What follows belongs to an exercise in optimizing a design on an open flow for small area and a short achievable clock period; a production flow would make more cautious choices. The RTL was checked by simulation tests, not by an equivalence proof against the original design. No driver is modelled on the clock port, so clocking that relies on it looks cheaper here than on a real chip.

[design/flow/config.mk]
export PLATFORM = sky130hd
export DESIGN_NAME = single_kernel
export DESIGN_NICKNAME = single_kernel
export VERILOG_FILES = /design/flow/design.v
export SDC_FILE = /design/flow/constraint.sdc
export NUM_CORES = 8
export LEC_CHECK = 0
export CAP_MARGIN = 20
export CORE_MARGIN = 2
export CORE_UTILIZATION = 50
export SETUP_SLACK_MARGIN = 5
export SLEW_MARGIN = 20
export SYNTH_HIERARCHICAL = 1
export SYNTH_MINIMUM_KEEP_SIZE = 0
[design/flow/constraint.sdc]
create_clock -name core_clock -period 11.0 [get_ports {clk}]
set_input_delay 2.2000 -clock core_clock [delete_from_list [all_inputs] [get_ports {clk}]]
set_output_delay 2.2000 -clock core_clock [all_outputs]
set_load 0.01 [all_outputs]
[design/flow/design.v]
module mac_fa (input a, input b, input c, output s, output co);
  assign s  = a ^ b ^ c;
  assign co = (a & b) | (a & c) | (b & c);
endmodule
module mac_ha (input a, input b, output s, output co);
  assign s  = a ^ b;
  assign co = a & b;
endmodule
module mac_pe_in (
  input             clk,
  input             finish,
  input      [15:0] i_up,
  input      [15:0] i_left,
  output reg [15:0] o_down,
  output reg [15:0] o_right,
  output reg [15:0] o_result
);
  reg  [15:0] sum;        
  wire [15:0] op_u = i_up;
  wire [15:0] op_l = i_left;
  wire [15:0] acc_n = ~(sum & {16{~finish}});
  wire [15:0] pp_n [0:15];
  genvar gi, gj;
  generate for (gi = 0; gi < 16; gi = gi + 1) begin : ppi
    for (gj = 0; gj < 16; gj = gj + 1) begin : ppj
      assign pp_n[gi][gj] = ~(op_u[gi] & op_l[gj]);
    end
  end endgenerate
  wire s1, c2;
  mac_fa us1 (pp_n[0][2], pp_n[1][1], pp_n[2][0], s1, c2);
  wire s3, c4;
  mac_fa us3 (pp_n[0][3], pp_n[1][2], pp_n[2][1], s3, c4);
  wire s5, c6;
  mac_fa us5 (pp_n[3][0], c2, 1'b1, s5, c6);
  wire s7, c8;
  mac_fa us7 (pp_n[0][4], pp_n[1][3], pp_n[2][2], s7, c8);
  wire s9, c10;
  mac_fa us9 (pp_n[3][1], pp_n[4][0], c4, s9, c10);
  wire s11, c12;
  mac_fa us11 (s7, c6, s9, s11, c12);
  wire s13, c14;
  mac_fa us13 (pp_n[0][5], pp_n[1][4], pp_n[2][3], s13, c14);
  wire s15, c16;
  mac_fa us15 (pp_n[3][2], pp_n[4][1], pp_n[5][0], s15, c16);
  wire s17, c18;
  mac_fa us17 (c8, s13, s15, s17, c18);
  wire s19, c20;
  mac_fa us19 (c10, s17, 1'b1, s19, c20);
  wire s21, c22;
  mac_fa us21 (pp_n[0][6], pp_n[1][5], pp_n[2][4], s21, c22);
  wire s23, c24;
  mac_fa us23 (pp_n[3][3], pp_n[4][2], pp_n[5][1], s23, c24);
  wire s25, c26;
  mac_fa us25 (pp_n[6][0], c14, c16, s25, c26);
  wire s27, c28;
  mac_fa us27 (s21, s23, c18, s27, c28);
  wire s29, c30;
  mac_fa us29 (s25, s27, c20, s29, c30);
  wire s31, c32;
  mac_fa us31 (pp_n[0][7], pp_n[1][6], pp_n[2][5], s31, c32);
  wire s33, c34;
  mac_fa us33 (pp_n[3][4], pp_n[4][3], pp_n[5][2], s33, c34);
  wire s35, c36;
  mac_fa us35 (pp_n[6][1], pp_n[7][0], c22, s35, c36);
  wire s37, c38;
  mac_fa us37 (c24, s31, s33, s37, c38);
  wire s39, c40;
  mac_fa us39 (c26, s35, s37, s39, c40);
  wire s41, c42;
  mac_fa us41 (c28, s39, 1'b1, s41, c42);
  wire s43, c44;
  mac_fa us43 (pp_n[0][8], pp_n[1][7], pp_n[2][6], s43, c44);
  wire s45, c46;
  mac_fa us45 (pp_n[3][5], pp_n[4][4], pp_n[5][3], s45, c46);
  wire s47, c48;
  mac_fa us47 (pp_n[6][2], pp_n[7][1], pp_n[8][0], s47, c48);
  wire s49, c50;
  mac_fa us49 (c32, c34, s43, s49, c50);
  wire s51, c52;
  mac_fa us51 (s45, s47, c36, s51, c52);
  wire s53, c54;
  mac_fa us53 (c38, s49, s51, s53, c54);
  wire s55, c56;
  mac_fa us55 (c40, s53, acc_n[0], s55, c56);
  wire s57, c58;
  mac_fa us57 (pp_n[0][9], pp_n[1][8], pp_n[2][7], s57, c58);
  wire s59, c60;
  mac_fa us59 (pp_n[3][6], pp_n[4][5], pp_n[5][4], s59, c60);
  wire s61, c62;
  mac_fa us61 (pp_n[6][3], pp_n[7][2], pp_n[8][1], s61, c62);
  wire s63, c64;
  mac_fa us63 (pp_n[9][0], c44, c46, s63, c64);
  wire s65, c66;
  mac_fa us65 (c48, s57, s59, s65, c66);
  wire s67, c68;
  mac_fa us67 (s61, c50, s63, s67, c68);
  wire s69, c70;
  mac_fa us69 (s65, c52, s67, s69, c70);
  wire s71, c72;
  mac_fa us71 (c54, acc_n[1], s69, s71, c72);
  wire s73, c74;
  mac_fa us73 (pp_n[0][10], pp_n[1][9], pp_n[2][8], s73, c74);
  wire s75, c76;
  mac_fa us75 (pp_n[3][7], pp_n[4][6], pp_n[5][5], s75, c76);
  wire s77, c78;
  mac_fa us77 (pp_n[6][4], pp_n[7][3], pp_n[8][2], s77, c78);
  wire s79, c80;
  mac_fa us79 (pp_n[9][1], pp_n[10][0], c58, s79, c80);
  wire s81, c82;
  mac_fa us81 (c60, c62, s73, s81, c82);
  wire s83, c84;
  mac_fa us83 (s75, s77, c64, s83, c84);
  wire s85, c86;
  mac_fa us85 (s79, c66, s81, s85, c86);
  wire s87, c88;
  mac_fa us87 (c68, s83, s85, s87, c88);
  wire s89, c90;
  mac_fa us89 (c70, acc_n[2], s87, s89, c90);
  wire s91, c92;
  mac_fa us91 (pp_n[0][11], pp_n[1][10], pp_n[2][9], s91, c92);
  wire s93, c94;
  mac_fa us93 (pp_n[3][8], pp_n[4][7], pp_n[5][6], s93, c94);
  wire s95, c96;
  mac_fa us95 (pp_n[6][5], pp_n[7][4], pp_n[8][3], s95, c96);
  wire s97, c98;
  mac_fa us97 (pp_n[9][2], pp_n[10][1], pp_n[11][0], s97, c98);
  wire s99, c100;
  mac_fa us99 (c74, c76, c78, s99, c100);
  wire s101, c102;
  mac_fa us101 (s91, s93, s95, s101, c102);
  wire s103, c104;
  mac_fa us103 (s97, c80, c82, s103, c104);
  wire s105, c106;
  mac_fa us105 (s99, s101, c84, s105, c106);
  wire s107, c108;
  mac_fa us107 (s103, c86, s105, s107, c108);
  wire s109, c110;
  mac_fa us109 (acc_n[3], c88, s107, s109, c110);
  wire s111, c112;
  mac_fa us111 (pp_n[0][12], pp_n[1][11], pp_n[2][10], s111, c112);
  wire s113, c114;
  mac_fa us113 (pp_n[3][9], pp_n[4][8], pp_n[5][7], s113, c114);
  wire s115, c116;
  mac_fa us115 (pp_n[6][6], pp_n[7][5], pp_n[8][4], s115, c116);
  wire s117, c118;
  mac_fa us117 (pp_n[9][3], pp_n[10][2], pp_n[11][1], s117, c118);
  wire s119, c120;
  mac_fa us119 (pp_n[12][0], c92, c94, s119, c120);
  wire s121, c122;
  mac_fa us121 (c96, c98, s111, s121, c122);
  wire s123, c124;
  mac_fa us123 (s113, s115, s117, s123, c124);
  wire s125, c126;
  mac_fa us125 (c100, s119, c102, s125, c126);
  wire s127, c128;
  mac_fa us127 (s121, s123, c104, s127, c128);
  wire s129, c130;
  mac_fa us129 (s125, c106, s127, s129, c130);
  wire s131, c132;
  mac_fa us131 (acc_n[4], c108, s129, s131, c132);
  wire s133, c134;
  mac_fa us133 (pp_n[0][13], pp_n[1][12], pp_n[2][11], s133, c134);
  wire s135, c136;
  mac_fa us135 (pp_n[3][10], pp_n[4][9], pp_n[5][8], s135, c136);
  wire s137, c138;
  mac_fa us137 (pp_n[6][7], pp_n[7][6], pp_n[8][5], s137, c138);
  wire s139, c140;
  mac_fa us139 (pp_n[9][4], pp_n[10][3], pp_n[11][2], s139, c140);
  wire s141, c142;
  mac_fa us141 (pp_n[12][1], pp_n[13][0], c112, s141, c142);
  wire s143, c144;
  mac_fa us143 (c114, c116, c118, s143, c144);
  wire s145, c146;
  mac_fa us145 (s133, s135, s137, s145, c146);
  wire s147, c148;
  mac_fa us147 (s139, c120, c122, s147, c148);
  wire s149, c150;
  mac_fa us149 (s141, c124, s143, s149, c150);
  wire s151, c152;
  mac_fa us151 (s145, c126, s147, s151, c152);
  wire s153, c154;
  mac_fa us153 (s149, c128, acc_n[5], s153, c154);
  wire s155, c156;
  mac_fa us155 (s151, c130, s153, s155, c156);
  wire s157, c158;
  mac_fa us157 (pp_n[0][14], pp_n[1][13], pp_n[2][12], s157, c158);
  wire s159, c160;
  mac_fa us159 (pp_n[3][11], pp_n[4][10], pp_n[5][9], s159, c160);
  wire s161, c162;
  mac_fa us161 (pp_n[6][8], pp_n[7][7], pp_n[8][6], s161, c162);
  wire s163, c164;
  mac_fa us163 (pp_n[9][5], pp_n[10][4], pp_n[11][3], s163, c164);
  wire s165, c166;
  mac_fa us165 (pp_n[12][2], pp_n[13][1], pp_n[14][0], s165, c166);
  wire s167, c168;
  mac_fa us167 (c134, c136, c138, s167, c168);
  wire s169, c170;
  mac_fa us169 (c140, s157, s159, s169, c170);
  wire s171, c172;
  mac_fa us171 (s161, s163, s165, s171, c172);
  wire s173, c174;
  mac_fa us173 (c142, c144, c146, s173, c174);
  wire s175, c176;
  mac_fa us175 (s167, s169, s171, s175, c176);
  wire s177, c178;
  mac_fa us177 (c148, c150, s173, s177, c178);
  wire s179, c180;
  mac_fa us179 (s175, c152, acc_n[6], s179, c180);
  wire s181, c182;
  mac_fa us181 (s177, c154, s179, s181, c182);
  wire s183, c184;
  mac_fa us183 (pp_n[0][15], pp_n[1][14], pp_n[2][13], s183, c184);
  wire s185, c186;
  mac_fa us185 (pp_n[3][12], pp_n[4][11], pp_n[5][10], s185, c186);
  wire s187, c188;
  mac_fa us187 (pp_n[6][9], pp_n[7][8], pp_n[8][7], s187, c188);
  wire s189, c190;
  mac_fa us189 (pp_n[9][6], pp_n[10][5], pp_n[11][4], s189, c190);
  wire s191, c192;
  mac_fa us191 (pp_n[12][3], pp_n[13][2], pp_n[14][1], s191, c192);
  wire s193, c194;
  mac_fa us193 (pp_n[15][0], c158, c160, s193, c194);
  wire s195, c196;
  mac_fa us195 (c162, c164, c166, s195, c196);
  wire s197, c198;
  mac_fa us197 (s183, s185, s187, s197, c198);
  wire s199, c200;
  mac_fa us199 (s189, s191, c168, s199, c200);
  wire s201, c202;
  mac_fa us201 (c170, s193, c172, s201, c202);
  wire s203, c204;
  mac_fa us203 (s195, s197, c174, s203, c204);
  wire s205, c206;
  mac_fa us205 (s199, c176, s201, s205, c206);
  wire s207, c208;
  mac_fa us207 (c178, s203, acc_n[7], s207, c208);
  wire s209, c210;
  mac_fa us209 (s205, c180, s207, s209, c210);
  wire s211, c212;
  mac_fa us211 (pp_n[1][15], pp_n[2][14], pp_n[3][13], s211, c212);
  wire s213, c214;
  mac_fa us213 (pp_n[4][12], pp_n[5][11], pp_n[6][10], s213, c214);
  wire s215, c216;
  mac_fa us215 (pp_n[7][9], pp_n[8][8], pp_n[9][7], s215, c216);
  wire s217, c218;
  mac_fa us217 (pp_n[10][6], pp_n[11][5], pp_n[12][4], s217, c218);
  wire s219, c220;
  mac_fa us219 (pp_n[13][3], pp_n[14][2], pp_n[15][1], s219, c220);
  wire s221, c222;
  mac_fa us221 (c184, c186, c188, s221, c222);
  wire s223, c224;
  mac_fa us223 (c190, c192, s211, s223, c224);
  wire s225, c226;
  mac_fa us225 (s213, s215, s217, s225, c226);
  wire s227, c228;
  mac_fa us227 (s219, c194, c196, s227, c228);
  wire s229, c230;
  mac_fa us229 (c198, s221, s223, s229, c230);
  wire s231, c232;
  mac_fa us231 (s225, c200, s227, s231, c232);
  wire s233, c234;
  mac_fa us233 (c202, s229, c204, s233, c234);
  wire s235, c236;
  mac_fa us235 (s231, c206, acc_n[8], s235, c236);
  wire s237, c238;
  mac_fa us237 (s233, c208, s235, s237, c238);
  wire s239, c240;
  mac_fa us239 (pp_n[2][15], pp_n[3][14], pp_n[4][13], s239, c240);
  wire s241, c242;
  mac_fa us241 (pp_n[5][12], pp_n[6][11], pp_n[7][10], s241, c242);
  wire s243, c244;
  mac_fa us243 (pp_n[8][9], pp_n[9][8], pp_n[10][7], s243, c244);
  wire s245, c246;
  mac_fa us245 (pp_n[11][6], pp_n[12][5], pp_n[13][4], s245, c246);
  wire s247, c248;
  mac_fa us247 (pp_n[14][3], pp_n[15][2], c212, s247, c248);
  wire s249, c250;
  mac_fa us249 (c214, c216, c218, s249, c250);
  wire s251, c252;
  mac_fa us251 (c220, s239, s241, s251, c252);
  wire s253, c254;
  mac_fa us253 (s243, s245, c222, s253, c254);
  wire s255, c256;
  mac_fa us255 (c224, s247, c226, s255, c256);
  wire s257, c258;
  mac_fa us257 (s249, s251, c228, s257, c258);
  wire s259, c260;
  mac_fa us259 (s253, c230, s255, s259, c260);
  wire s261, c262;
  mac_fa us261 (c232, s257, acc_n[9], s261, c262);
  wire s263, c264;
  mac_fa us263 (s259, c234, c236, s263, c264);
  wire s265, c266;
  mac_fa us265 (s261, c238, s263, s265, c266);
  wire s267, c268;
  mac_fa us267 (pp_n[3][15], pp_n[4][14], pp_n[5][13], s267, c268);
  wire s269, c270;
  mac_fa us269 (pp_n[6][12], pp_n[7][11], pp_n[8][10], s269, c270);
  wire s271, c272;
  mac_fa us271 (pp_n[9][9], pp_n[10][8], pp_n[11][7], s271, c272);
  wire s273, c274;
  mac_fa us273 (pp_n[12][6], pp_n[13][5], pp_n[14][4], s273, c274);
  wire s275, c276;
  mac_fa us275 (pp_n[15][3], c240, c242, s275, c276);
  wire s277, c278;
  mac_fa us277 (c244, c246, s267, s277, c278);
  wire s279, c280;
  mac_fa us279 (s269, s271, s273, s279, c280);
  wire s281, c282;
  mac_fa us281 (c248, c250, c252, s281, c282);
  wire s283, c284;
  mac_fa us283 (s275, s277, s279, s283, c284);
  wire s285, c286;
  mac_fa us285 (c254, c256, s281, s285, c286);
  wire s287, c288;
  mac_fa us287 (s283, c258, c260, s287, c288);
  wire s289, c290;
  mac_fa us289 (acc_n[10], s285, c262, s289, c290);
  wire s291, c292;
  mac_fa us291 (s287, c264, s289, s291, c292);
  wire s293, c294;
  mac_fa us293 (pp_n[4][15], pp_n[5][14], pp_n[6][13], s293, c294);
  wire s295, c296;
  mac_fa us295 (pp_n[7][12], pp_n[8][11], pp_n[9][10], s295, c296);
  wire s297, c298;
  mac_fa us297 (pp_n[10][9], pp_n[11][8], pp_n[12][7], s297, c298);
  wire s299, c300;
  mac_fa us299 (pp_n[13][6], pp_n[14][5], pp_n[15][4], s299, c300);
  wire s301, c302;
  mac_fa us301 (c268, c270, c272, s301, c302);
  wire s303, c304;
  mac_fa us303 (c274, s293, s295, s303, c304);
  wire s305, c306;
  mac_fa us305 (s297, s299, c276, s305, c306);
  wire s307, c308;
  mac_fa us307 (c278, c280, s301, s307, c308);
  wire s309, c310;
  mac_fa us309 (s303, c282, s305, s309, c310);
  wire s311, c312;
  mac_fa us311 (c284, s307, c286, s311, c312);
  wire s313, c314;
  mac_fa us313 (s309, acc_n[11], c288, s313, c314);
  wire s315, c316;
  mac_fa us315 (s311, c290, s313, s315, c316);
  wire s317, c318;
  mac_fa us317 (pp_n[5][15], pp_n[6][14], pp_n[7][13], s317, c318);
  wire s319, c320;
  mac_fa us319 (pp_n[8][12], pp_n[9][11], pp_n[10][10], s319, c320);
  wire s321, c322;
  mac_fa us321 (pp_n[11][9], pp_n[12][8], pp_n[13][7], s321, c322);
  wire s323, c324;
  mac_fa us323 (pp_n[14][6], pp_n[15][5], c294, s323, c324);
  wire s325, c326;
  mac_fa us325 (c296, c298, c300, s325, c326);
  wire s327, c328;
  mac_fa us327 (s317, s319, s321, s327, c328);
  wire s329, c330;
  mac_fa us329 (c302, s323, c304, s329, c330);
  wire s331, c332;
  mac_fa us331 (s325, s327, c306, s331, c332);
  wire s333, c334;
  mac_fa us333 (c308, s329, s331, s333, c334);
  wire s335, c336;
  mac_fa us335 (c310, acc_n[12], c312, s335, c336);
  wire s337, c338;
  mac_fa us337 (s333, c314, s335, s337, c338);
  wire s339, c340;
  mac_fa us339 (pp_n[6][15], pp_n[7][14], pp_n[8][13], s339, c340);
  wire s341, c342;
  mac_fa us341 (pp_n[9][12], pp_n[10][11], pp_n[11][10], s341, c342);
  wire s343, c344;
  mac_fa us343 (pp_n[12][9], pp_n[13][8], pp_n[14][7], s343, c344);
  wire s345, c346;
  mac_fa us345 (pp_n[15][6], c318, c320, s345, c346);
  wire s347, c348;
  mac_fa us347 (c322, s339, s341, s347, c348);
  wire s349, c350;
  mac_fa us349 (s343, c324, c326, s349, c350);
  wire s351, c352;
  mac_fa us351 (s345, c328, s347, s351, c352);
  wire s353, c354;
  mac_fa us353 (c330, s349, s351, s353, c354);
  wire s355, c356;
  mac_fa us355 (c332, acc_n[13], s353, s355, c356);
  wire s357, c358;
  mac_fa us357 (c334, s355, c336, s357, c358);
  wire s359, c360;
  mac_fa us359 (pp_n[7][15], pp_n[8][14], pp_n[9][13], s359, c360);
  wire s361, c362;
  mac_fa us361 (pp_n[10][12], pp_n[11][11], pp_n[12][10], s361, c362);
  wire s363, c364;
  mac_fa us363 (pp_n[13][9], pp_n[14][8], pp_n[15][7], s363, c364);
  wire s365, c366;
  mac_fa us365 (c340, c342, c344, s365, c366);
  wire s367, c368;
  mac_fa us367 (s359, s361, s363, s367, c368);
  wire s369, c370;
  mac_fa us369 (c346, c348, s365, s369, c370);
  wire s371, c372;
  mac_fa us371 (s367, c350, c352, s371, c372);
  wire s373, c374;
  mac_fa us373 (s369, acc_n[14], c354, s373, c374);
  wire s375, c376;
  mac_fa us375 (s371, c356, s373, s375, c376);
  wire s377, c378;
  mac_fa us377 (pp_n[8][15], pp_n[9][14], pp_n[10][13], s377, c378);
  wire s379, c380;
  mac_fa us379 (pp_n[11][12], pp_n[12][11], pp_n[13][10], s379, c380);
  wire s381, c382;
  mac_fa us381 (pp_n[14][9], pp_n[15][8], c360, s381, c382);
  wire s383, c384;
  mac_fa us383 (c362, c364, s377, s383, c384);
  wire s385, c386;
  mac_fa us385 (s379, c366, s381, s385, c386);
  wire s387, c388;
  mac_fa us387 (c368, s383, c370, s387, c388);
  wire s389, c390;
  mac_fa us389 (s385, c372, s387, s389, c390);
  wire s391, c392;
  mac_fa us391 (acc_n[15], c374, s389, s391, c392);
  wire [23:0] row_x_n = {c376, s375, s357, c316, c292, c266, s265, c210, c182, c156, c132, c110, c90, c72, c56, c42, c30, s29, c12, s11, s3, s1, pp_n[0][1], pp_n[0][0]};
  wire [23:0] row_y_n = {s391, c358, c338, s337, s315, s291, 1'b1, s237, s209, s181, s155, s131, s109, s89, s71, s55, s41, 1'b1, s19, 1'b1, s5, 1'b1, pp_n[1][0], 1'b1};
  wire [23:0] tot_n = row_x_n + row_y_n + 1'b1;
  always @(posedge clk) begin
    o_down   <= i_up;
    o_right  <= i_left;
    o_result <= finish ? sum : o_result;
    sum      <= ~tot_n[23:8];
  end
endmodule
module mac_pe_edge (
  input             clk,
  input             finish,
  input      [15:0] i_up,
  input      [15:0] i_left,
  output reg [15:0] o_down,
  output reg [15:0] o_right,
  output reg [15:0] o_result
);
  reg  [15:0] acc_n;      
  wire [15:0] op_u = o_down;
  wire [15:0] op_l = o_right;
  wire [15:0] pp_n [0:15];
  genvar gi, gj;
  generate for (gi = 0; gi < 16; gi = gi + 1) begin : ppi
    for (gj = 0; gj < 16; gj = gj + 1) begin : ppj
      assign pp_n[gi][gj] = ~(op_u[gi] & op_l[gj]);
    end
  end endgenerate
  wire s1, c2;
  mac_fa us1 (pp_n[0][2], pp_n[1][1], pp_n[2][0], s1, c2);
  wire s3, c4;
  mac_fa us3 (pp_n[0][3], pp_n[1][2], pp_n[2][1], s3, c4);
  wire s5, c6;
  mac_fa us5 (pp_n[3][0], c2, 1'b1, s5, c6);
  wire s7, c8;
  mac_fa us7 (pp_n[0][4], pp_n[1][3], pp_n[2][2], s7, c8);
  wire s9, c10;
  mac_fa us9 (pp_n[3][1], pp_n[4][0], c4, s9, c10);
  wire s11, c12;
  mac_fa us11 (s7, c6, s9, s11, c12);
  wire s13, c14;
  mac_fa us13 (pp_n[0][5], pp_n[1][4], pp_n[2][3], s13, c14);
  wire s15, c16;
  mac_fa us15 (pp_n[3][2], pp_n[4][1], pp_n[5][0], s15, c16);
  wire s17, c18;
  mac_fa us17 (c8, s13, s15, s17, c18);
  wire s19, c20;
  mac_fa us19 (c10, s17, 1'b1, s19, c20);
  wire s21, c22;
  mac_fa us21 (pp_n[0][6], pp_n[1][5], pp_n[2][4], s21, c22);
  wire s23, c24;
  mac_fa us23 (pp_n[3][3], pp_n[4][2], pp_n[5][1], s23, c24);
  wire s25, c26;
  mac_fa us25 (pp_n[6][0], c14, c16, s25, c26);
  wire s27, c28;
  mac_fa us27 (s21, s23, c18, s27, c28);
  wire s29, c30;
  mac_fa us29 (s25, s27, c20, s29, c30);
  wire s31, c32;
  mac_fa us31 (pp_n[0][7], pp_n[1][6], pp_n[2][5], s31, c32);
  wire s33, c34;
  mac_fa us33 (pp_n[3][4], pp_n[4][3], pp_n[5][2], s33, c34);
  wire s35, c36;
  mac_fa us35 (pp_n[6][1], pp_n[7][0], c22, s35, c36);
  wire s37, c38;
  mac_fa us37 (c24, s31, s33, s37, c38);
  wire s39, c40;
  mac_fa us39 (c26, s35, s37, s39, c40);
  wire s41, c42;
  mac_fa us41 (c28, s39, 1'b1, s41, c42);
  wire s43, c44;
  mac_fa us43 (pp_n[0][8], pp_n[1][7], pp_n[2][6], s43, c44);
  wire s45, c46;
  mac_fa us45 (pp_n[3][5], pp_n[4][4], pp_n[5][3], s45, c46);
  wire s47, c48;
  mac_fa us47 (pp_n[6][2], pp_n[7][1], pp_n[8][0], s47, c48);
  wire s49, c50;
  mac_fa us49 (c32, c34, s43, s49, c50);
  wire s51, c52;
  mac_fa us51 (s45, s47, acc_n[0], s51, c52);
  wire s53, c54;
  mac_fa us53 (c36, c38, s49, s53, c54);
  wire s55, c56;
  mac_fa us55 (s51, c40, s53, s55, c56);
  wire s57, c58;
  mac_fa us57 (pp_n[0][9], pp_n[1][8], pp_n[2][7], s57, c58);
  wire s59, c60;
  mac_fa us59 (pp_n[3][6], pp_n[4][5], pp_n[5][4], s59, c60);
  wire s61, c62;
  mac_fa us61 (pp_n[6][3], pp_n[7][2], pp_n[8][1], s61, c62);
  wire s63, c64;
  mac_fa us63 (pp_n[9][0], c44, c46, s63, c64);
  wire s65, c66;
  mac_fa us65 (c48, s57, s59, s65, c66);
  wire s67, c68;
  mac_fa us67 (s61, acc_n[1], c50, s67, c68);
  wire s69, c70;
  mac_fa us69 (s63, s65, c52, s69, c70);
  wire s71, c72;
  mac_fa us71 (s67, c54, s69, s71, c72);
  wire s73, c74;
  mac_fa us73 (pp_n[0][10], pp_n[1][9], pp_n[2][8], s73, c74);
  wire s75, c76;
  mac_fa us75 (pp_n[3][7], pp_n[4][6], pp_n[5][5], s75, c76);
  wire s77, c78;
  mac_fa us77 (pp_n[6][4], pp_n[7][3], pp_n[8][2], s77, c78);
  wire s79, c80;
  mac_fa us79 (pp_n[9][1], pp_n[10][0], c58, s79, c80);
  wire s81, c82;
  mac_fa us81 (c60, c62, s73, s81, c82);
  wire s83, c84;
  mac_fa us83 (s75, s77, acc_n[2], s83, c84);
  wire s85, c86;
  mac_fa us85 (c64, s79, c66, s85, c86);
  wire s87, c88;
  mac_fa us87 (s81, s83, c68, s87, c88);
  wire s89, c90;
  mac_fa us89 (s85, c70, s87, s89, c90);
  wire s91, c92;
  mac_fa us91 (pp_n[0][11], pp_n[1][10], pp_n[2][9], s91, c92);
  wire s93, c94;
  mac_fa us93 (pp_n[3][8], pp_n[4][7], pp_n[5][6], s93, c94);
  wire s95, c96;
  mac_fa us95 (pp_n[6][5], pp_n[7][4], pp_n[8][3], s95, c96);
  wire s97, c98;
  mac_fa us97 (pp_n[9][2], pp_n[10][1], pp_n[11][0], s97, c98);
  wire s99, c100;
  mac_fa us99 (c74, c76, c78, s99, c100);
  wire s101, c102;
  mac_fa us101 (s91, s93, s95, s101, c102);
  wire s103, c104;
  mac_fa us103 (s97, acc_n[3], c80, s103, c104);
  wire s105, c106;
  mac_fa us105 (c82, s99, s101, s105, c106);
  wire s107, c108;
  mac_fa us107 (c84, s103, c86, s107, c108);
  wire s109, c110;
  mac_fa us109 (s105, c88, s107, s109, c110);
  wire s111, c112;
  mac_fa us111 (pp_n[0][12], pp_n[1][11], pp_n[2][10], s111, c112);
  wire s113, c114;
  mac_fa us113 (pp_n[3][9], pp_n[4][8], pp_n[5][7], s113, c114);
  wire s115, c116;
  mac_fa us115 (pp_n[6][6], pp_n[7][5], pp_n[8][4], s115, c116);
  wire s117, c118;
  mac_fa us117 (pp_n[9][3], pp_n[10][2], pp_n[11][1], s117, c118);
  wire s119, c120;
  mac_fa us119 (pp_n[12][0], c92, c94, s119, c120);
  wire s121, c122;
  mac_fa us121 (c96, c98, s111, s121, c122);
  wire s123, c124;
  mac_fa us123 (s113, s115, s117, s123, c124);
  wire s125, c126;
  mac_fa us125 (acc_n[4], c100, s119, s125, c126);
  wire s127, c128;
  mac_fa us127 (c102, s121, s123, s127, c128);
  wire s129, c130;
  mac_fa us129 (c104, s125, c106, s129, c130);
  wire s131, c132;
  mac_fa us131 (s127, c108, s129, s131, c132);
  wire s133, c134;
  mac_fa us133 (pp_n[0][13], pp_n[1][12], pp_n[2][11], s133, c134);
  wire s135, c136;
  mac_fa us135 (pp_n[3][10], pp_n[4][9], pp_n[5][8], s135, c136);
  wire s137, c138;
  mac_fa us137 (pp_n[6][7], pp_n[7][6], pp_n[8][5], s137, c138);
  wire s139, c140;
  mac_fa us139 (pp_n[9][4], pp_n[10][3], pp_n[11][2], s139, c140);
  wire s141, c142;
  mac_fa us141 (pp_n[12][1], pp_n[13][0], c112, s141, c142);
  wire s143, c144;
  mac_fa us143 (c114, c116, c118, s143, c144);
  wire s145, c146;
  mac_fa us145 (s133, s135, s137, s145, c146);
  wire s147, c148;
  mac_fa us147 (s139, acc_n[5], c120, s147, c148);
  wire s149, c150;
  mac_fa us149 (c122, s141, c124, s149, c150);
  wire s151, c152;
  mac_fa us151 (s143, s145, c126, s151, c152);
  wire s153, c154;
  mac_fa us153 (s147, c128, s149, s153, c154);
  wire s155, c156;
  mac_fa us155 (s151, c130, s153, s155, c156);
  wire s157, c158;
  mac_fa us157 (pp_n[0][14], pp_n[1][13], pp_n[2][12], s157, c158);
  wire s159, c160;
  mac_fa us159 (pp_n[3][11], pp_n[4][10], pp_n[5][9], s159, c160);
  wire s161, c162;
  mac_fa us161 (pp_n[6][8], pp_n[7][7], pp_n[8][6], s161, c162);
  wire s163, c164;
  mac_fa us163 (pp_n[9][5], pp_n[10][4], pp_n[11][3], s163, c164);
  wire s165, c166;
  mac_fa us165 (pp_n[12][2], pp_n[13][1], pp_n[14][0], s165, c166);
  wire s167, c168;
  mac_fa us167 (c134, c136, c138, s167, c168);
  wire s169, c170;
  mac_fa us169 (c140, s157, s159, s169, c170);
  wire s171, c172;
  mac_fa us171 (s161, s163, s165, s171, c172);
  wire s173, c174;
  mac_fa us173 (acc_n[6], c142, c144, s173, c174);
  wire s175, c176;
  mac_fa us175 (c146, s167, s169, s175, c176);
  wire s177, c178;
  mac_fa us177 (s171, c148, c150, s177, c178);
  wire s179, c180;
  mac_fa us179 (s173, s175, c152, s179, c180);
  wire s181, c182;
  mac_fa us181 (s177, c154, s179, s181, c182);
  wire s183, c184;
  mac_fa us183 (pp_n[0][15], pp_n[1][14], pp_n[2][13], s183, c184);
  wire s185, c186;
  mac_fa us185 (pp_n[3][12], pp_n[4][11], pp_n[5][10], s185, c186);
  wire s187, c188;
  mac_fa us187 (pp_n[6][9], pp_n[7][8], pp_n[8][7], s187, c188);
  wire s189, c190;
  mac_fa us189 (pp_n[9][6], pp_n[10][5], pp_n[11][4], s189, c190);
  wire s191, c192;
  mac_fa us191 (pp_n[12][3], pp_n[13][2], pp_n[14][1], s191, c192);
  wire s193, c194;
  mac_fa us193 (pp_n[15][0], c158, c160, s193, c194);
  wire s195, c196;
  mac_fa us195 (c162, c164, c166, s195, c196);
  wire s197, c198;
  mac_fa us197 (s183, s185, s187, s197, c198);
  wire s199, c200;
  mac_fa us199 (s189, s191, acc_n[7], s199, c200);
  wire s201, c202;
  mac_fa us201 (c168, c170, s193, s201, c202);
  wire s203, c204;
  mac_fa us203 (c172, s195, s197, s203, c204);
  wire s205, c206;
  mac_fa us205 (s199, c174, c176, s205, c206);
  wire s207, c208;
  mac_fa us207 (s201, s203, c178, s207, c208);
  wire s209, c210;
  mac_fa us209 (s205, c180, s207, s209, c210);
  wire s211, c212;
  mac_fa us211 (pp_n[1][15], pp_n[2][14], pp_n[3][13], s211, c212);
  wire s213, c214;
  mac_fa us213 (pp_n[4][12], pp_n[5][11], pp_n[6][10], s213, c214);
  wire s215, c216;
  mac_fa us215 (pp_n[7][9], pp_n[8][8], pp_n[9][7], s215, c216);
  wire s217, c218;
  mac_fa us217 (pp_n[10][6], pp_n[11][5], pp_n[12][4], s217, c218);
  wire s219, c220;
  mac_fa us219 (pp_n[13][3], pp_n[14][2], pp_n[15][1], s219, c220);
  wire s221, c222;
  mac_fa us221 (c184, c186, c188, s221, c222);
  wire s223, c224;
  mac_fa us223 (c190, c192, s211, s223, c224);
  wire s225, c226;
  mac_fa us225 (s213, s215, s217, s225, c226);
  wire s227, c228;
  mac_fa us227 (s219, acc_n[8], c194, s227, c228);
  wire s229, c230;
  mac_fa us229 (c196, c198, s221, s229, c230);
  wire s231, c232;
  mac_fa us231 (s223, s225, c200, s231, c232);
  wire s233, c234;
  mac_fa us233 (s227, c202, c204, s233, c234);
  wire s235, c236;
  mac_fa us235 (s229, s231, c206, s235, c236);
  wire s237, c238;
  mac_fa us237 (s233, c208, s235, s237, c238);
  wire s239, c240;
  mac_fa us239 (pp_n[2][15], pp_n[3][14], pp_n[4][13], s239, c240);
  wire s241, c242;
  mac_fa us241 (pp_n[5][12], pp_n[6][11], pp_n[7][10], s241, c242);
  wire s243, c244;
  mac_fa us243 (pp_n[8][9], pp_n[9][8], pp_n[10][7], s243, c244);
  wire s245, c246;
  mac_fa us245 (pp_n[11][6], pp_n[12][5], pp_n[13][4], s245, c246);
  wire s247, c248;
  mac_fa us247 (pp_n[14][3], pp_n[15][2], c212, s247, c248);
  wire s249, c250;
  mac_fa us249 (c214, c216, c218, s249, c250);
  wire s251, c252;
  mac_fa us251 (c220, s239, s241, s251, c252);
  wire s253, c254;
  mac_fa us253 (s243, s245, acc_n[9], s253, c254);
  wire s255, c256;
  mac_fa us255 (c222, c224, s247, s255, c256);
  wire s257, c258;
  mac_fa us257 (c226, s249, s251, s257, c258);
  wire s259, c260;
  mac_fa us259 (c228, s253, c230, s259, c260);
  wire s261, c262;
  mac_fa us261 (s255, c232, s257, s261, c262);
  wire s263, c264;
  mac_fa us263 (c234, s259, s261, s263, c264);
  wire s265, c266;
  mac_fa us265 (c236, s263, 1'b1, s265, c266);
  wire s267, c268;
  mac_fa us267 (pp_n[3][15], pp_n[4][14], pp_n[5][13], s267, c268);
  wire s269, c270;
  mac_fa us269 (pp_n[6][12], pp_n[7][11], pp_n[8][10], s269, c270);
  wire s271, c272;
  mac_fa us271 (pp_n[9][9], pp_n[10][8], pp_n[11][7], s271, c272);
  wire s273, c274;
  mac_fa us273 (pp_n[12][6], pp_n[13][5], pp_n[14][4], s273, c274);
  wire s275, c276;
  mac_fa us275 (pp_n[15][3], c240, c242, s275, c276);
  wire s277, c278;
  mac_fa us277 (c244, c246, s267, s277, c278);
  wire s279, c280;
  mac_fa us279 (s269, s271, s273, s279, c280);
  wire s281, c282;
  mac_fa us281 (acc_n[10], c248, c250, s281, c282);
  wire s283, c284;
  mac_fa us283 (c252, s275, s277, s283, c284);
  wire s285, c286;
  mac_fa us285 (s279, c254, c256, s285, c286);
  wire s287, c288;
  mac_fa us287 (s281, c258, s283, s287, c288);
  wire s289, c290;
  mac_fa us289 (c260, s285, c262, s289, c290);
  wire s291, c292;
  mac_fa us291 (s287, c264, s289, s291, c292);
  wire s293, c294;
  mac_fa us293 (pp_n[4][15], pp_n[5][14], pp_n[6][13], s293, c294);
  wire s295, c296;
  mac_fa us295 (pp_n[7][12], pp_n[8][11], pp_n[9][10], s295, c296);
  wire s297, c298;
  mac_fa us297 (pp_n[10][9], pp_n[11][8], pp_n[12][7], s297, c298);
  wire s299, c300;
  mac_fa us299 (pp_n[13][6], pp_n[14][5], pp_n[15][4], s299, c300);
  wire s301, c302;
  mac_fa us301 (c268, c270, c272, s301, c302);
  wire s303, c304;
  mac_fa us303 (c274, s293, s295, s303, c304);
  wire s305, c306;
  mac_fa us305 (s297, s299, acc_n[11], s305, c306);
  wire s307, c308;
  mac_fa us307 (c276, c278, c280, s307, c308);
  wire s309, c310;
  mac_fa us309 (s301, s303, s305, s309, c310);
  wire s311, c312;
  mac_fa us311 (c282, c284, s307, s311, c312);
  wire s313, c314;
  mac_fa us313 (c286, s309, c288, s313, c314);
  wire s315, c316;
  mac_fa us315 (s311, c290, s313, s315, c316);
  wire s317, c318;
  mac_fa us317 (pp_n[5][15], pp_n[6][14], pp_n[7][13], s317, c318);
  wire s319, c320;
  mac_fa us319 (pp_n[8][12], pp_n[9][11], pp_n[10][10], s319, c320);
  wire s321, c322;
  mac_fa us321 (pp_n[11][9], pp_n[12][8], pp_n[13][7], s321, c322);
  wire s323, c324;
  mac_fa us323 (pp_n[14][6], pp_n[15][5], c294, s323, c324);
  wire s325, c326;
  mac_fa us325 (c296, c298, c300, s325, c326);
  wire s327, c328;
  mac_fa us327 (s317, s319, s321, s327, c328);
  wire s329, c330;
  mac_fa us329 (acc_n[12], c302, s323, s329, c330);
  wire s331, c332;
  mac_fa us331 (c304, s325, s327, s331, c332);
  wire s333, c334;
  mac_fa us333 (c306, c308, s329, s333, c334);
  wire s335, c336;
  mac_fa us335 (s331, c310, c312, s335, c336);
  wire s337, c338;
  mac_fa us337 (s333, c314, s335, s337, c338);
  wire s339, c340;
  mac_fa us339 (pp_n[6][15], pp_n[7][14], pp_n[8][13], s339, c340);
  wire s341, c342;
  mac_fa us341 (pp_n[9][12], pp_n[10][11], pp_n[11][10], s341, c342);
  wire s343, c344;
  mac_fa us343 (pp_n[12][9], pp_n[13][8], pp_n[14][7], s343, c344);
  wire s345, c346;
  mac_fa us345 (pp_n[15][6], c318, c320, s345, c346);
  wire s347, c348;
  mac_fa us347 (c322, s339, s341, s347, c348);
  wire s349, c350;
  mac_fa us349 (s343, acc_n[13], c324, s349, c350);
  wire s351, c352;
  mac_fa us351 (c326, s345, c328, s351, c352);
  wire s353, c354;
  mac_fa us353 (s347, s349, c330, s353, c354);
  wire s355, c356;
  mac_fa us355 (c332, s351, c334, s355, c356);
  wire s357, c358;
  mac_fa us357 (s353, c336, s355, s357, c358);
  wire s359, c360;
  mac_fa us359 (pp_n[7][15], pp_n[8][14], pp_n[9][13], s359, c360);
  wire s361, c362;
  mac_fa us361 (pp_n[10][12], pp_n[11][11], pp_n[12][10], s361, c362);
  wire s363, c364;
  mac_fa us363 (pp_n[13][9], pp_n[14][8], pp_n[15][7], s363, c364);
  wire s365, c366;
  mac_fa us365 (c340, c342, c344, s365, c366);
  wire s367, c368;
  mac_fa us367 (s359, s361, s363, s367, c368);
  wire s369, c370;
  mac_fa us369 (acc_n[14], c346, c348, s369, c370);
  wire s371, c372;
  mac_fa us371 (s365, s367, c350, s371, c372);
  wire s373, c374;
  mac_fa us373 (c352, s369, s371, s373, c374);
  wire s375, c376;
  mac_fa us375 (c354, c356, s373, s375, c376);
  wire s377, c378;
  mac_fa us377 (pp_n[8][15], pp_n[9][14], pp_n[10][13], s377, c378);
  wire s379, c380;
  mac_fa us379 (pp_n[11][12], pp_n[12][11], pp_n[13][10], s379, c380);
  wire s381, c382;
  mac_fa us381 (pp_n[14][9], pp_n[15][8], c360, s381, c382);
  wire s383, c384;
  mac_fa us383 (c362, c364, s377, s383, c384);
  wire s385, c386;
  mac_fa us385 (s379, acc_n[15], c366, s385, c386);
  wire s387, c388;
  mac_fa us387 (s381, c368, s383, s387, c388);
  wire s389, c390;
  mac_fa us389 (c370, s385, s387, s389, c390);
  wire s391, c392;
  mac_fa us391 (c372, s389, c374, s391, c392);
  wire [23:0] row_x_n = {s391, c358, c338, c316, c292, s291, c238, c210, c182, c156, c132, c110, c90, c72, c56, c42, c30, s29, c12, s11, s3, s1, pp_n[0][1], pp_n[0][0]};
  wire [23:0] row_y_n = {c376, s375, s357, s337, s315, c266, s265, s237, s209, s181, s155, s131, s109, s89, s71, s55, s41, 1'b1, s19, 1'b1, s5, 1'b1, pp_n[1][0], 1'b1};
  wire [23:0] tot_n = row_x_n + row_y_n + 1'b1;
  always @(posedge clk) begin
    o_down   <= i_up;
    o_right  <= i_left;
    o_result <= finish ? ~tot_n[23:8] : o_result;
    acc_n    <= finish ? 16'hffff : tot_n[23:8];
  end
endmodule
module single_kernel #(
  parameter SIZE = 8,
  parameter DATA_WIDTH = 16
) (
  input clk,
  input [SIZE*SIZE-1:0] finish,
  input [SIZE*DATA_WIDTH-1:0] in_up,
  input [SIZE*DATA_WIDTH-1:0] in_left,
  output [SIZE*DATA_WIDTH-1:0] pass_down,
  output [SIZE*DATA_WIDTH-1:0] pass_right,
  output [SIZE*SIZE*DATA_WIDTH-1:0] out_matrix,
  output [SIZE*DATA_WIDTH-1:0] out_diagonal
);
  wire [SIZE*SIZE*16-1:0] d, r;
  genvar i, j;
  generate
    for (i = 0; i < SIZE; i = i + 1) begin : row
      for (j = 0; j < SIZE; j = j + 1) begin : col
        if (i == SIZE-1 || j == SIZE-1) begin : edge_pe
          mac_pe_edge pe (
            .clk     (clk),
            .finish  (finish[i*SIZE + j]),
            .i_up    (i == SIZE-1 ? in_up  [16*j +: 16] : d[16*((i+1)*SIZE + j) +: 16]),
            .i_left  (j == SIZE-1 ? in_left[16*i +: 16] : r[16*(i*SIZE + j + 1) +: 16]),
            .o_down  (d[16*(i*SIZE + j) +: 16]),
            .o_right (r[16*(i*SIZE + j) +: 16]),
            .o_result(out_matrix[16*(i*SIZE + j) +: 16]));
        end else begin : inner_pe
          mac_pe_in pe (
            .clk     (clk),
            .finish  (finish[i*SIZE + j]),
            .i_up    (d[16*((i+1)*SIZE + j) +: 16]),
            .i_left  (r[16*(i*SIZE + j + 1) +: 16]),
            .o_down  (d[16*(i*SIZE + j) +: 16]),
            .o_right (r[16*(i*SIZE + j) +: 16]),
            .o_result(out_matrix[16*(i*SIZE + j) +: 16]));
        end
      end
      assign pass_down   [16*i +: 16] = d[16*i +: 16];
      assign pass_right  [16*i +: 16] = r[16*(i*SIZE) +: 16];
      assign out_diagonal[16*i +: 16] = out_matrix[16*(i*SIZE + i) +: 16];
    end
  endgenerate
endmodule
[design/flow/flow/run.sh]
#!/bin/bash
# Own layout flow: the standard synthesis and layout, with
#  - each port placed on the die's edge next to the PE it belongs to
#    (flow/pre_io.tcl);
#  - port buffers of a faster cell than the default, the output ones moved
#    next to the registers that drive them (flow/pre_resize.tcl);
#  - hold repair with 0.1 ns of margin, and timing repair aimed at a 4.7 ns period (the clock stays 11 ns), with
#    the later clock modelled as ideal latency until clock tree synthesis
#    (flow/pre_floorplan.tcl).
# Each step's full output goes to a log of its own in this folder.
set -euo pipefail
here=$(pwd)
bash standard.sh synth > log_synth.txt 2>&1
bash standard.sh \
  PRE_FLOORPLAN_TCL="$here/flow/pre_floorplan.tcl" \
  PRE_IO_PLACEMENT_TCL="$here/flow/pre_io.tcl" \
  LATE_REGEX='inner_pe.pe.sum|edge_pe.pe.(acc_n|o_result)' \
  LATE_LATENCY=0.7 \
  PRE_CTS_TCL="$here/flow/pre_cts.tcl" \
  ROOT_CHAIN="" \
  OP_CHAIN="sky130_fd_sc_hd__clkbuf_16" \
  SKEW_CHAIN="sky130_fd_sc_hd__clkdlybuf4s50_1,sky130_fd_sc_hd__clkdlybuf4s25_1,sky130_fd_sc_hd__clkbuf_16" \
  PRE_RESIZE_TCL="$here/flow/pre_resize.tcl" \
  CTS_ARGS="-sink_clustering_enable -repair_clock_nets -no_insertion_delay -clk_nets {clk_op clk_late}" \
  BUFFER_PORTS_ARGS="-buffer_cell sky130_fd_sc_hd__buf_2" \
  SETUP_SLACK_MARGIN=6.3 \
  HOLD_SLACK_MARGIN=0.1 \
  finish > log_layout.txt 2>&1
[design/flow/flow/pre_cts.tcl]
# Before clock tree synthesis: split the clock into two branches.
#  - clk_op: all other registers, behind OP_CHAIN;
#  - clk_late: the registers LATE_REGEX matches,
#    behind SKEW_CHAIN, a chain of delay buffers.
# Clock tree synthesis then builds one tree per branch, so those registers are
# clocked later than the operand registers that feed their multiply-add
# logic: useful skew between registers inside the
# design. Both branches start in the middle of the core, driven from the
# clock port directly or through ROOT_CHAIN next to the port.
set block [ord::get_db_block]
set db [ord::get_db]
set clk_net [[$block findBTerm clk] getNet]
set core [$block getCoreArea]
set cx [expr {([$core xMin] + [$core xMax]) / 2}]
set cy [expr {([$core yMin] + [$core yMax]) / 2}]
set pin [lindex [[$block findBTerm clk] getBPins] 0]
set pb [$pin getBBox]
set px [expr {min(max(([$pb xMin] + [$pb xMax]) / 2, [$core xMin] + 10000), [$core xMax] - 10000)}]
set py [expr {min(max(([$pb yMin] + [$pb yMax]) / 2, [$core yMin] + 10000), [$core yMax] - 10000)}]

proc add_chain {block db from cells name x y} {
  set prev $from
  set i 0
  foreach cell $cells {
    set inst [odb::dbInst_create $block [$db findMaster $cell] ${name}_buf_$i]
    if {$i == [llength $cells] - 1} {
      set net [odb::dbNet_create $block $name]
    } else {
      set net [odb::dbNet_create $block ${name}_$i]
    }
    $net setSigType CLOCK
    [$inst findITerm A] connect $prev
    [$inst findITerm X] connect $net
    $inst setLocation [expr {$x + 4000 * $i}] $y
    $inst setPlacementStatus PLACED
    set prev $net
    incr i
  }
  return $prev
}

# move every register clock pin off the port's net first
set op_pins {}
set late_pins {}
foreach inst [$block getInsts] {
  set it [$inst findITerm CLK]
  if {$it eq "NULL" || [$it getNet] ne $clk_net} { continue }
  $it disconnect
  if {[regexp $::env(LATE_REGEX) [$inst getName]]} {
    lappend late_pins $it
  } else {
    lappend op_pins $it
  }
}
if {$::env(ROOT_CHAIN) eq ""} { set root_net $clk_net } else { set root_net [add_chain $block $db $clk_net [split $::env(ROOT_CHAIN) ,] clk_root $px $py] }
set op_net [add_chain $block $db $root_net [split $::env(OP_CHAIN) ,] clk_op $cx [expr {$cy - 8000}]]
set late_net [add_chain $block $db $root_net [split $::env(SKEW_CHAIN) ,] clk_late $cx [expr {$cy + 8000}]]
# the ideal latency set before floorplanning (flow/pre_floorplan.tcl) goes:
# from here on the clock is the real one
foreach it $late_pins {
  set inst [$it getInst]
  unset_clock_latency [get_pins -of_objects [get_cells [$inst getName]] -filter "direction == input && is_clock"]
}
foreach it $op_pins { $it connect $op_net }
foreach it $late_pins { $it connect $late_net }
puts "clock branches: [llength $op_pins] registers on clk_op ($::env(OP_CHAIN)), [llength $late_pins] on clk_late ($::env(SKEW_CHAIN))"
[design/flow/flow/pre_floorplan.tcl]
# Before the first timing repair: model the later clock of the registers
# LATE_REGEX matches (flow/pre_cts.tcl builds it) as ideal clock latency,
# so that repairs before clock tree synthesis see the paths as they will
# be. Clock tree synthesis replaces it with the real, propagated clock.
set late {}
foreach inst [[ord::get_db_block] getInsts] {
  if {[regexp $::env(LATE_REGEX) [$inst getName]]} {
    lappend late [get_pins -of_objects [get_cells [$inst getName]] -filter "direction == input && is_clock"]
  }
}
set_clock_latency $::env(LATE_LATENCY) $late
puts "ideal clock latency $::env(LATE_LATENCY) ns on [llength $late] register clock pins"
[design/flow/flow/pre_io.tcl]
namespace eval pio {
  set die [[ord::get_db_block] getDieArea]
  set dw [expr {[$die xMax] / 1000.0}]
  set dh [expr {[$die yMax] / 1000.0}]
  set n 8
  set m 10.0   ;# keep clear of the corners (um)
}

proc pio::span {lo hi len} {
  return "[format %.1f $lo]-[format %.1f $hi]"
}

# x range of column c and y range of row r, in um
proc pio::colx {c} {
  variable dw; variable n; variable m
  set w [expr {($dw - 2*$m) / $n}]
  set i [expr {$n - 1 - $c}]
  return [list [expr {$m + $i*$w}] [expr {$m + ($i+1)*$w}]]
}
proc pio::rowy {r} {
  variable dh; variable n; variable m
  set h [expr {($dh - 2*$m) / $n}]
  return [list [expr {$m + $r*$h}] [expr {$m + ($r+1)*$h}]]
}

proc pio::lane {bus k} {
  set l {}
  for {set b 0} {$b < 16} {incr b} { lappend l "$bus\[[expr {16*$k + $b}]\]" }
  return $l
}

set n $pio::n
for {set k 0} {$k < $n} {incr k} {
  lassign [pio::colx $k] x0 x1
  lassign [pio::rowy $k] y0 y1
  set_io_pin_constraint -pin_names [pio::lane in_up $k] -region "top:[pio::span $x0 $x1 0]"
  set_io_pin_constraint -pin_names [pio::lane pass_down $k] -region "bottom:[pio::span $x0 $x1 0]"
  set_io_pin_constraint -pin_names [pio::lane in_left $k] -region "left:[pio::span $y0 $y1 0]"
  set_io_pin_constraint -pin_names [pio::lane pass_right $k] -region "right:[pio::span $y0 $y1 0]"
}
for {set r 0} {$r < $n} {incr r} {
  for {set c 0} {$c < $n} {incr c} {
    set p [expr {$n*$r + $c}]
    set pins [pio::lane out_matrix $p]
    if {$r == $c} { set pins [concat $pins [pio::lane out_diagonal $r]] }
    lappend pins "finish\[$p\]"
    # distances to the edges, in PEs
    set d [list [list top [expr {$n - 1 - $r}]] [list bottom $r] [list left [expr {$n - 1 - $c}]] [list right $c]]
    set best [lindex [lsort -integer -index 1 $d] 0]
    set edge [lindex $best 0]
    if {$edge eq "top" || $edge eq "bottom"} {
      lassign [pio::colx $c] a0 a1
    } else {
      lassign [pio::rowy $r] a0 a1
    }
    set_io_pin_constraint -pin_names $pins -region "$edge:[pio::span $a0 $a1 0]"
  }
}
puts "pin regions set for the 8x8 array"
[design/flow/flow/pre_resize.tcl]
# After global placement: move each output port's buffer next to the cell
# that drives it, so that the long wire to the port at the die's edge is
# driven by the buffer rather than by a register.
set block [ord::get_db_block]
set n 0
foreach bterm [$block getBTerms] {
  if {[$bterm getIoType] ne "OUTPUT"} { continue }
  set net [$bterm getNet]
  if {$net eq "NULL"} { continue }
  set buf ""
  foreach it [$net getITerms] {
    if {[$it isOutputSignal]} { set buf [$it getInst] }
  }
  if {$buf eq ""} { continue }
  set a [$buf findITerm A]
  if {$a eq "NULL" || [$a getNet] eq "NULL"} { continue }
  set drv ""
  foreach it [[$a getNet] getITerms] {
    if {[$it isOutputSignal]} { set drv [$it getInst] }
  }
  if {$drv eq ""} { continue }
  set loc [$drv getLocation]
  $buf setLocation [lindex $loc 0] [lindex $loc 1]
  incr n
}
puts "output port buffers moved next to their drivers: $n"
[design/flow/standard.sh]
#!/bin/bash
# synth_recipe.tcl (not shown) runs the flow's synth.tcl, then flattens the netlist and writes it again
# the make line also repeats each setting of config.mk as NAME=value (left out here)
make -C /OpenROAD-flow-scripts/flow DESIGN_CONFIG=/design/flow/config.mk WORK_HOME=/design/flow/orfs CLKGATE_MAP_FILE= SYNTH_SCRIPT=/design/flow/synth_recipe.tcl "${@:-finish}"
==> run notes <==
registers in the layout, summed over array words and instances (netlist names):
signal	cells
row.col.edge_pe.pe.o_result	240
row.col.edge_pe.pe.o_down	240
row.col.edge_pe.pe.acc_n	240
row.col.inner_pe.pe.o_right	784
row.col.edge_pe.pe.o_right	240
row.col.inner_pe.pe.o_down	784
row.col.inner_pe.pe.o_result	784
row.col.inner_pe.pe.sum	784
Yosys stat by module (local to each module, per instance):
module | cells | flip-flops and latches | copies in the design
single_kernel | 128 | 0 | 1
mac_pe_in | 489 | 64 | 49
mac_fa | 1 | 0 | 12500
mac_pe_edge | 515 | 64 | 15
stage by stage:
step / hold WS, ns / cell area [sq um]
after global routing: 0.291 / 550000
after floorplan: 0.141 / 482000
after global placement: 0.415 / 496000
after CTS: 0.307 / 529000
final: 0.253 / 551000
after detailed placement: 0.399 / 496000
cell usage after synthesis, types with 64 or more instances:
library cell and count:
sky130_fd_sc_hd__a211o_1 113, sky130_fd_sc_hd__xnor2_1 267, sky130_fd_sc_hd__o21ai_0 580, sky130_fd_sc_hd__a211oi_1 211, sky130_fd_sc_hd__o211ai_1 79, sky130_fd_sc_hd__dfxtp_1 3072, sky130_fd_sc_hd__nand3_1 241, sky130_fd_sc_hd__nand4b_1 64
sky130_fd_sc_hd__nor3_1 222, sky130_fd_sc_hd__o21ai_1 113, sky130_fd_sc_hd__a21o_1 301, sky130_fd_sc_hd__buf_4 128, sky130_fd_sc_hd__xor2_1 497, sky130_fd_sc_hd__fa_1 12500, sky130_fd_sc_hd__nand2b_1 912, sky130_fd_sc_hd__o21bai_1 143
sky130_fd_sc_hd__nand3b_1 98, sky130_fd_sc_hd__mux2i_1 109, sky130_fd_sc_hd__nand4_1 188, sky130_fd_sc_hd__a21oi_1 813, sky130_fd_sc_hd__o21ba_2 98, sky130_fd_sc_hd__o31ai_2 64, sky130_fd_sc_hd__edfxtp_1 1024, sky130_fd_sc_hd__o21a_1 79
sky130_fd_sc_hd__nor2_1 651, sky130_fd_sc_hd__inv_1 316, sky130_fd_sc_hd__conb_1 64, sky130_fd_sc_hd__nor2b_1 64, sky130_fd_sc_hd__clkbuf_1 3177, sky130_fd_sc_hd__nand2_1 15400, sky130_fd_sc_hd__and2_1 64, sky130_fd_sc_hd__o31a_1 98
sky130_fd_sc_hd__and3_1 147, sky130_fd_sc_hd__ha_1 1103
kinds of logic (layout without fill, tap and decap cells):
group / after synthesis / count (layout) / synth area share, %
and+or+nand+nor: 18600 / 18600 / 16.1
adders and majority gates: 13600 / 13600 / 55.0
DFF: 4096 / 4096 / 19.1
buffers and inverters: 3666 / 5519 / 2.96
AOI/OAI and AO/OA: 3384 / 3384 / 5.15
xor gates and xnor gates: 764 / 764 / 1.39
muxes: 109 / 109 / 0.226
other: 64 / 254 / 0.0499
tightest hold or removal path, cell delays in order, from the launching register on:
cell	delay, ns
sky130_fd_sc_hd__dfxtp_4	0.41
sky130_fd_sc_hd__nand3b_1	0.13
sky130_fd_sc_hd__o21ai_0	0.09
sky130_fd_sc_hd__a21oi_1	0.15
sky130_fd_sc_hd__nor3_1	0.08
sky130_fd_sc_hd__xnor2_1	0.12
worst paths after layout:
path | to | slack, ns | cells past startpoint
setup / recovery | row[5].col[7].edge_pe.pe.o_result[13] | 6.30 | 13
hold / removal | row[2].col[4].inner_pe.pe.sum[0] | 0.25 | 5
setup reg to reg | row[5].col[7].edge_pe.pe.o_result[13] | 6.30 | 13
hold reg to reg | row[2].col[4].inner_pe.pe.sum[0] | 0.25 | 5
cell type report, clock buffers not listed:
type	instances	area [sq um]	share of cell area, %
well taps	12900	16100	2.92
multi-input cells	36700	380000	69.0
plain buffers	4	70.1	0.0127
inverters	316	1190	0.215
flip-flops and latches	4096	98200	17.8
clock inverters	339	3660	0.665
repair buffers	4116	35100	6.38
diodes	47	118	0.0214
layer usage:
metal	routed length (um)	track usage [%]	vias to the layer above
met5	327	0.0291	-
met4	132000	21.4	34
met3	170000	8.60	5001
met2	759000	51.5	21500
met1	578000	39.9	187000
li1	-	-	142000
repair_timing:
item,CTS,global route
buffers inserted,317,1608
resized for setup,3543,1480
cloned,67,112
pin swaps,34,187
setup endpoints to repair,690,621
==> load_flow_metrics.sql <==
INSERT INTO impl_metrics (metric_group, metric, value, unit) VALUES
('outcome', 'outcome', 'complete, no violations', ''),
('layout', 'most_frequent_cells_in_the_layout', '15.4k x sky130_fd_sc_hd__nand2_1, 12.3k x sky130_fd_sc_hd__fa_1, 1797 x sky130_fd_sc_hd__buf_4, 1660 x sky130_fd_sc_hd__buf_2, 1522 x sky130_fd_sc_hd__dfxtp_4', ''),
('yosys', 'synth.lib_cells_used.distinct', '73', ''),
('floorplanning', 'floorplan.die.width', '986', 'um'),
('sta', 'setup-violations-final', '0', ''),
('sta', 'finalWorstPathRequiredPeriod', '4.70', 'ns'),
('sta', 'timing.final.hold_violations', '0', ''),
('min_path', 'hold_path.startpoint', 'row[3].col[4].inner_pe.pe.o_down[0]', ''),
('place', 'port_buffers', '1728', ''),
('detailed_routing', 'drt_pass1_iterations', '12', ''),
('grt', 'globalRouteTotalUtil', '32.6', '%'),
('critical_path', 'timing.setup.critical_path_class', 'reg2reg', ''),
('clock_network', 'cts_sinks', '4096', ''),
('detailed_routing', 'detail_route.wl_per_cell', '27.7', 'um'),
('grt', 'first_global_vias', '389000', ''),
('grt', 'largest_net_degree_at_the_start_of_global_routing', '34', ''),
('floorplanning', 'floorplan.initialDensity', '50.1', '%'),
('critical_path', 'regToRegStartpoint', 'row[5].col[7].edge_pe.pe.o_down[2]', ''),
('critical_path', 'critical_path.slowest_cell', 'sky130_fd_sc_hd__fa_1', ''),
('grt', 'grt_first_pass_wirelength', '2400000', 'um'),
('clock_network', 'cts_tree', 'built', ''),
('critical_path', 'critPathTopFamily', 'adder cells', ''),
('place', 'dp.cells', '56000', ''),
('critical_path', 'crit_fanout', '17', ''),
('critical_path', 'worstPathRequired', '12.58', 'ns'),
('critical_path', 'worst_path_largest_cell_delay', '0.58', 'ns'),
('detailed_routing', 'postRouteWirelength', '1640000', 'um'),
('grt', 'grt-ovfl-total', '0', ''),
('sta', 'worst_slew_pin_tran', '1.01', 'ns'),
('detailed_routing', 'drt-initial-drc-count', '33400', ''),
('yosys', 'synth.yosys.seq_area_share', '19.1', '%'),
('sta', 'rsz0062_at_grt', 'true', ''),
('critical_path', 'cp_cell_sequence', 'nand2_1 -> fa_1 -> fa_1 -> fa_1 -> fa_1 -> fa_1 -> fa_1 -> ha_4 -> buf_4 -> nand4_1 -> o311ai_2 -> a21boi_1 -> xor2_1', ''),
('yosys', 'synth_top_cell_by_area', 'sky130_fd_sc_hd__fa_1', ''),
('detailed_routing', 'drc', '0', ''),
('yosys', 'synth.top_cell.area_share', '52.1', '%'),
('clock_network', 'cts.reportedPaths.clkPinSlew', '0.08', 'ns'),
('floorplanning', 'core_region_area', '0.961', 'sq mm'),
('yosys', 'synth_async_sr_flop_share', '0', '%'),
('layout', 'final_common_cell', 'sky130_fd_sc_hd__nand2_1', ''),
('yosys', 'syn-instance-count', '44400', ''),
('layout', 'post_layout_nonfiller_instances', '59300', ''),
('critical_path', 'worstPathBufferInverterCount', '1', ''),
('yosys', 'synth.yosys.warnings', '8', ''),
('place', 'gp_routability_congestion', '0.938', ''),
('sta', 'clock.fmax', '0.213', 'GHz'),
('place', 'dp_worst_setup_slack', '5.47', 'ns'),
('layout', 'layout.nets', '59800', ''),
('yosys', 'synth_area', '0.482', 'sq mm'),
('floorplanning', 'rows', '360', ''),
('sta', 'worst_clock_skew', '0.774', 'ns'),
('clock_network', 'post_cts_hold_buffer_count', '0', ''),
('floorplanning', 'die-height', '986', 'um'),
('grt', 'initial_antenna_violation_count', '60', ''),
('yosys', 'synth-main-ff-cell', 'sky130_fd_sc_hd__dfxtp_1', ''),
('sta', 'setup_ws', '6.30', 'ns'),
('detailed_routing', 'num_vias', '355000', ''),
('layout', 'number_of_filler_cells_placed_in_the_layout', '79800', ''),
('critical_path', 'launch_point_of_the_critical_path', 'row[5].col[7].edge_pe.pe.o_down[2]', ''),
('layout', 'final_util', '57.3', '%'),
('yosys', 'synth_edf_count', '1024', ''),
('sta', 'slew_headroom', '32.5', '%'),
('detailed_routing', 'postRouteAntennaNets', '0', ''),
('yosys', 'synthesized_area_per_cell', '10.9', 'sq um'),
('critical_path', 'critPathLaunchType', 'register', ''),
('critical_path', 'cpMostUsedCell', 'sky130_fd_sc_hd__fa_1', ''),
('sta', 'slew_viol_final', '0', '');

-- re-timing with driven ports --
The flow's constraints put no driver on any port. The routed layout listed below was extracted and timed again, unchanged, in two steps.
Step 1, drivers: a clkbuf_16 drives clk and a buf_2 each remaining input, both assumed.
Step 2, shift: input delay + t, output delay - t, t = (earliest + latest rising clock arrival at the registers) / 2. This alone moves slack from input paths to output paths.
a / b / c = no drivers / after step 1 / after step 2; a / b = the first two.
t (ns): 1.645
setup slack, ns: 6.299 / 6.163 / 5.296
clock arrival spread, ns: 0.805 / 0.801
worst register clock-pin slew, ns: 0.08 / 0.08
pins driven straight from the clock port: 2
In this run the clock reaches the registers at very different times; t lies between them, and the last value is a rough guide only. The setup slack of this run moves by -0.136 ns with the drivers and by -1.003 ns with both steps.
